Context: an optimization exercise on an open-source flow, tuned for small area, a short achievable clock period and few clock cycles. The choices shown serve that exercise and are no tape-out recipe. Only simulation tests tie the RTL to the original design; equivalence was not proved.

old:
==> flow/design.v <==
module interpolation (
    input           clk,
    input           RST,
    input           START,
    input   [5:0]   H0,
    input   [5:0]   V0,
    input   [3:0]   SW,
    input   [3:0]   SH,
    output          REN,
    input   [7:0]   R_DATA,
    output  [11:0]  ADDR,
    output  [7:0]   O_DATA,
    output          O_VALID
);
function [11:0] add12;
    input [11:0] x;
    input [11:0] y;
    reg c;
    integer k;
    begin
        c = 1'b0;
        for (k = 0; k < 12; k = k + 1) begin
            add12[k] = x[k] ^ y[k] ^ c;
            c = (x[k] & y[k]) | (x[k] & c) | (y[k] & c);
        end
    end
endfunction
function [7:0] lerp;
    input [7:0] a;
    input [7:0] b;
    input [3:0] w;
    reg [11:0] s;
    begin
        s = add12({4'b0, a}, {4'b0, w[0] ? b : a});
        s = add12(s, {3'b0, w[1] ? b : a, 1'b0});
        s = add12(s, {2'b0, w[2] ? b : a, 2'b0});
        s = add12(s, {1'b0, w[3] ? b : a, 3'b0});
        lerp = s[11:4];
    end
endfunction
reg [5:0] h0r;
reg [3:0] swm1, shm1;
reg        r_act;            
reg        r_low;            
reg [3:0]  r_c;              
reg [4:0]  r_j;              
reg [3:0]  r_y;              
reg [11:0] addr_q;
reg        ren_q;
reg        start_q;          
reg        v1, u1, v2, u2;
reg [3:0]  y1, y2;
reg [7:0]  rd, hold;
reg [7:0]  q0, q1, q2, q3;
reg [2:0]  cnt;              
reg [2:0]  alloc;            
reg [4:0]  c_i;
reg [3:0]  c_x;              
reg [7:0]  o_data;
reg        o_valid;
assign REN = ren_q;
assign ADDR = addr_q;
assign O_DATA = o_data;
assign O_VALID = o_valid;
wire       c_last_i = c_i[4];
wire       c_go = (cnt != 3'd0) && (c_x == 4'd0 || cnt[2:1] != 2'b00);
wire [4:0] cx_sum = {1'b0, c_x} + {1'b0, swm1};
wire       pop = c_go && (c_last_i || cx_sum[4]);
reg        n_low, n_more;
reg [3:0]  n_c;
reg [4:0]  n_j;
reg [3:0]  n_y;
reg [5:0]  n_col;
reg [5:0]  n_dr;             
reg [4:0]  ysum;
always @(*) begin
    n_c = r_c;
    n_j = r_j;
    n_y = r_y;
    n_col = addr_q[5:0];
    n_low = 1'b0;
    n_more = 1'b1;
    n_dr = 6'd0;
    ysum = {1'b0, r_y} + {1'b0, shm1};
    if (r_low) begin
        n_dr = 6'h3f;
    end else if (r_c != swm1) begin
        n_c = r_c + 4'd1;
        n_col = addr_q[5:0] + 6'd1;
        n_low = (r_y != 4'd0);
        n_dr = {5'd0, n_low};
    end else begin
        n_c = 4'd0;
        n_j = r_j + 5'd1;
        n_y = ysum[3:0];
        n_col = h0r;
        n_low = (ysum[3:0] != 4'd0);
        n_dr = {4'd0, ysum[4] & n_low, ysum[4] ^ n_low};
        n_more = !r_j[4];
    end
end
wire credit = (alloc != 3'd4) || pop;
wire issue = r_act && !start_q && n_more && (r_low || credit);
wire       push = v2 && u2;
wire [7:0] kv = lerp(rd, hold, y2);
reg [7:0] s0, s1, s2, s3;
reg [2:0] wi;
always @(*) begin
    s0 = pop ? q1 : q0;
    s1 = pop ? q2 : q1;
    s2 = pop ? q3 : q2;
    s3 = q3;
    wi = cnt - {2'b0, pop};
    if (push) begin
        case (wi[1:0])
            2'd0: s0 = kv;
            2'd1: s1 = kv;
            2'd2: s2 = kv;
            2'd3: s3 = kv;
        endcase
    end
end
always @(posedge clk) begin
    rd <= R_DATA;
    hold <= rd;
    y1 <= start_q ? 4'd0 : r_y;
    u1 <= start_q || !r_low;
    y2 <= y1;
    u2 <= u1;
    q0 <= s0;
    q1 <= s1;
    q2 <= s2;
    q3 <= s3;
    o_data <= lerp(q0, q1, c_x);
    ren_q <= !(START || issue);
    if (START) begin
        h0r <= H0;
        swm1 <= SW - 4'd1;
        shm1 <= SH - 4'd1;
    end
    if (START)
        addr_q <= {V0, H0};
    else if (issue)
        addr_q <= {addr_q[11:6] + n_dr, n_col};
    if (start_q) begin
        r_low <= 1'b0;
        r_c <= 4'd0;
        r_j <= 5'd0;
        r_y <= 4'd0;
        c_i <= 5'd0;
        c_x <= 4'd0;
    end else begin
        if (issue) begin
            r_low <= n_low;
            r_c <= n_c;
            r_j <= n_j;
            r_y <= n_y;
        end
        if (c_go) begin
            if (c_last_i) begin
                c_i <= 5'd0;
                c_x <= 4'd0;
            end else begin
                c_i <= c_i + 5'd1;
                c_x <= cx_sum[3:0];
            end
        end
    end
end
always @(posedge clk or posedge RST) begin
    if (RST) begin
        r_act <= 1'b0;
        start_q <= 1'b0;
        v1 <= 1'b0;
        v2 <= 1'b0;
        cnt <= 3'd0;
        alloc <= 3'd0;
        o_valid <= 1'b0;
    end else begin
        v1 <= !ren_q;
        v2 <= v1;
        o_valid <= c_go;
        start_q <= START;
        if (start_q) begin
            r_act <= 1'b1;
            cnt <= 3'd0;
            alloc <= 3'd1;
        end else begin
            if (!n_more)
                r_act <= 1'b0;
            cnt <= cnt + {2'b0, push} - {2'b0, pop};
            alloc <= alloc + {2'b0, issue && !r_low} - {2'b0, pop};
        end
    end
end
endmodule
Settings: LEC_CHECK=0, CAP_MARGIN=20, CORE_MARGIN=2, CORE_UTILIZATION=75, PLACE_DENSITY=0.8, SLEW_MARGIN=20; clock period 30.0 ns.
standard.sh (not shown) runs the stock make flow with config.mk's settings and CLKGATE_MAP_FILE= SYNTH_SCRIPT=/design/flow/synth_recipe.tcl, a recipe that flattens the netlist after the stock synthesis.
==> flow/flow/run.sh <==
#!/bin/bash
# The standard ORFS layout (the standard.sh) with two changes:
#  - the port buffers are sky130_fd_sc_hd__buf_2 cells instead of the
#    cell buffer_ports picks by itself (a slow clkdlybuf4s50);
#  - clock tree synthesis adds no dummy loads.
# make's full output goes to standard.log; ORFS keeps each step's log under
# orfs/logs.
set -euo pipefail
export BUFFER_PORTS_ARGS="-buffer_cell sky130_fd_sc_hd__buf_2"
export CTS_ARGS="-sink_clustering_enable -repair_clock_nets -dont_use_dummy_load -root_buf sky130_fd_sc_hd__clkbuf_16 -buf_list sky130_fd_sc_hd__clkbuf_4"
bash standard.sh finish > standard.log 2>&1
Testbench counts of old, summed over its fixed seeds: cycles 21,452.
The inputs of new differ from those of old as listed below.
Settings: CORE_UTILIZATION changed from 75 to 60; PLACE_DENSITY removed (was 0.8).
diff --git a/flow/flow/run.sh b/flow/flow/run.sh
--- a/flow/flow/run.sh
+++ b/flow/flow/run.sh
@@ -9,3 +9,3 @@
 export BUFFER_PORTS_ARGS="-buffer_cell sky130_fd_sc_hd__buf_2"
-export CTS_ARGS="-sink_clustering_enable -repair_clock_nets -dont_use_dummy_load -root_buf sky130_fd_sc_hd__clkbuf_16 -buf_list sky130_fd_sc_hd__clkbuf_4"
+export CTS_ARGS="-sink_clustering_enable -repair_clock_nets -dont_use_dummy_load -sink_clustering_size 30 -sink_clustering_max_diameter 100"
 bash standard.sh finish > standard.log 2>&1
Looking at sequential share of cell area, new sits below old.
In the floorplan summary, new is listed with a die area greater than that of old.
In new, the setup slack came out 0.023 ns below the value in old.
Changes observed in new relative to old: fmax fell by 0.47 MHz.
Relative to old, met3 routing resource usage after global routing decreased by 1.5 points in new.
[new vs old] register-to-register slack: higher in new

---

RTL: the design.v shown in full above, as it stands there.
clock: 30.0 ns
lec_check: 0
cap_margin: 20
core_margin: 2
core_utilization: 60
slew_margin: 20
==> flow/flow/run.sh <==
#!/bin/bash
# The standard ORFS layout (the standard.sh) with two changes:
#  - the port buffers are sky130_fd_sc_hd__buf_2 cells instead of the
#    cell buffer_ports picks by itself (a slow clkdlybuf4s50);
#  - clock tree synthesis adds no dummy loads.
# make's full output goes to standard.log; ORFS keeps each step's log under
# orfs/logs.
set -euo pipefail
export BUFFER_PORTS_ARGS="-buffer_cell sky130_fd_sc_hd__buf_2"
export CTS_ARGS="-sink_clustering_enable -repair_clock_nets -dont_use_dummy_load -sink_clustering_size 30 -sink_clustering_max_diameter 100 -buf_list sky130_fd_sc_hd__clkbuf_8"
bash standard.sh finish > standard.log 2>&1
The starting point finished with timing, DRC and antenna clean.
Testbench counts at the start, summed over its fixed seeds: cycles 21,452.
==> next run, changes <==
--- a/flow/flow/run.sh
+++ b/flow/flow/run.sh
@@ -10 +10 @@
-export CTS_ARGS="-sink_clustering_enable -repair_clock_nets -dont_use_dummy_load -sink_clustering_size 30 -sink_clustering_max_diameter 100 -buf_list sky130_fd_sc_hd__clkbuf_8"
+export CTS_ARGS="-sink_clustering_enable -repair_clock_nets -dont_use_dummy_load"
Count of clock-buffer cells in the layout is unchanged.
Design area went up by 2.4%.
Final cell count is unchanged.
Non-clock buffer count does not change.
Synthesized area does not change.
Worst setup slack gets better by 30 ps.
Sequential cell count does not change.
Die area stays the same.
Worst hold slack barely changes.
First-iteration DRC count came out higher by 43%.
==> next run, changes <==
--- a/flow/flow/run.sh
+++ b/flow/flow/run.sh
@@ -10 +10 @@
-export CTS_ARGS="-sink_clustering_enable -repair_clock_nets -dont_use_dummy_load"
+export CTS_ARGS="-sink_clustering_enable -repair_clock_nets -dont_use_dummy_load -root_buf sky130_fd_sc_hd__clkbuf_16 -buf_list sky130_fd_sc_hd__clkbuf_4"
Outcome: Sequential share of layout area climbs by 1.3 points; flip-flop and latch count stays the same; final area drops by 3.5%; wire length drops by 2.0%; non-clock buffer count does not change; synthesized area stays the same; die area is unchanged; worst hold slack improved by 9.3 ps; synthesized cell count is unchanged; global-route usage drops by 0.40 points; via count drops by 0.31%.
==> next run, changes <==
--- a/flow/flow/run.sh
+++ b/flow/flow/run.sh
@@ -10 +10 @@
-export CTS_ARGS="-sink_clustering_enable -repair_clock_nets -dont_use_dummy_load -root_buf sky130_fd_sc_hd__clkbuf_16 -buf_list sky130_fd_sc_hd__clkbuf_4"
+export CTS_ARGS="-sink_clustering_enable -repair_clock_nets -dont_use_dummy_load -root_buf sky130_fd_sc_hd__clkbuf_16 -buf_list sky130_fd_sc_hd__clkbuf_8"
=> Utilization grows by 0.84 points; area after synthesis stays the same; cell area rises by 1.3%; worst setup slack gets better by 13 ps; routed wire length came out higher by 0.74%.
==> next run, changes <==
--- a/flow/flow/run.sh
+++ b/flow/flow/run.sh
@@ -10 +10 @@
-export CTS_ARGS="-sink_clustering_enable -repair_clock_nets -dont_use_dummy_load -root_buf sky130_fd_sc_hd__clkbuf_16 -buf_list sky130_fd_sc_hd__clkbuf_8"
+export CTS_ARGS="-sink_clustering_enable -repair_clock_nets -dont_use_dummy_load -root_buf sky130_fd_sc_hd__clkbuf_16 -buf_list sky130_fd_sc_hd__clkbuf_4"
--- a/flow/config.mk
+++ b/flow/config.mk
@@ -11 +11 @@
-export SLEW_MARGIN = 20
+export SLEW_MARGIN = 70
Effect: The new run passed the timing, DRC and antenna checks. Count of clock-buffer cells in the layout does not change. Fmax is about the same. Final area stays flat. Die area is unchanged. Register-to-register slack stays flat. Worst hold slack stays flat. Setup slack gets worse by 16 ps.

==> port drivers added, routing unchanged <==
How much do the figures lean on ideal ports? The routed layouts below were timed once more, with nothing changed but the port constraints. Step 1, drivers: a clkbuf_16 drives clk and a buf_2 each remaining input, both assumed. Step 2 times the ports against the registers' clock, not the clock port: input delays grow and output delays shrink by t, the midpoint of the rising clock arrivals with the driver on. Slacks: ideal / step 1 / step 2; pairs: ideal / step 1.
run | shift t [ns] | setup slack, ns | hold slack, ns
old | 0.400 | 22.986 / 22.947 / 22.730 | 0.320 / 0.320 / 0.320
new | 0.449 | 22.963 / 22.921 / 22.717 | 0.326 / 0.326 / 0.326
the first run of note 2 | 0.464 | 22.934 / 22.895 / 22.727 | 0.327 / 0.327 / 0.327
the second run of note 2 | 0.449 | 22.963 / 22.921 / 22.717 | 0.326 / 0.326 / 0.326
the third run of note 2 | 0.383 | 23.000 / 22.958 / 22.736 | 0.335 / 0.335 / 0.335
the fourth run of note 2 | 0.392 | 23.013 / 22.970 / 22.721 | 0.326 / 0.326 / 0.326
the fifth run of note 2 | 0.383 | 22.997 / 22.956 / 22.989 | 0.325 / 0.326 / 0.326
After both steps every run listed still meets setup and hold. The setup slack of the fourth run of note 2, which loses most, moves by -0.043 ns with the drivers and by -0.292 ns with both steps.
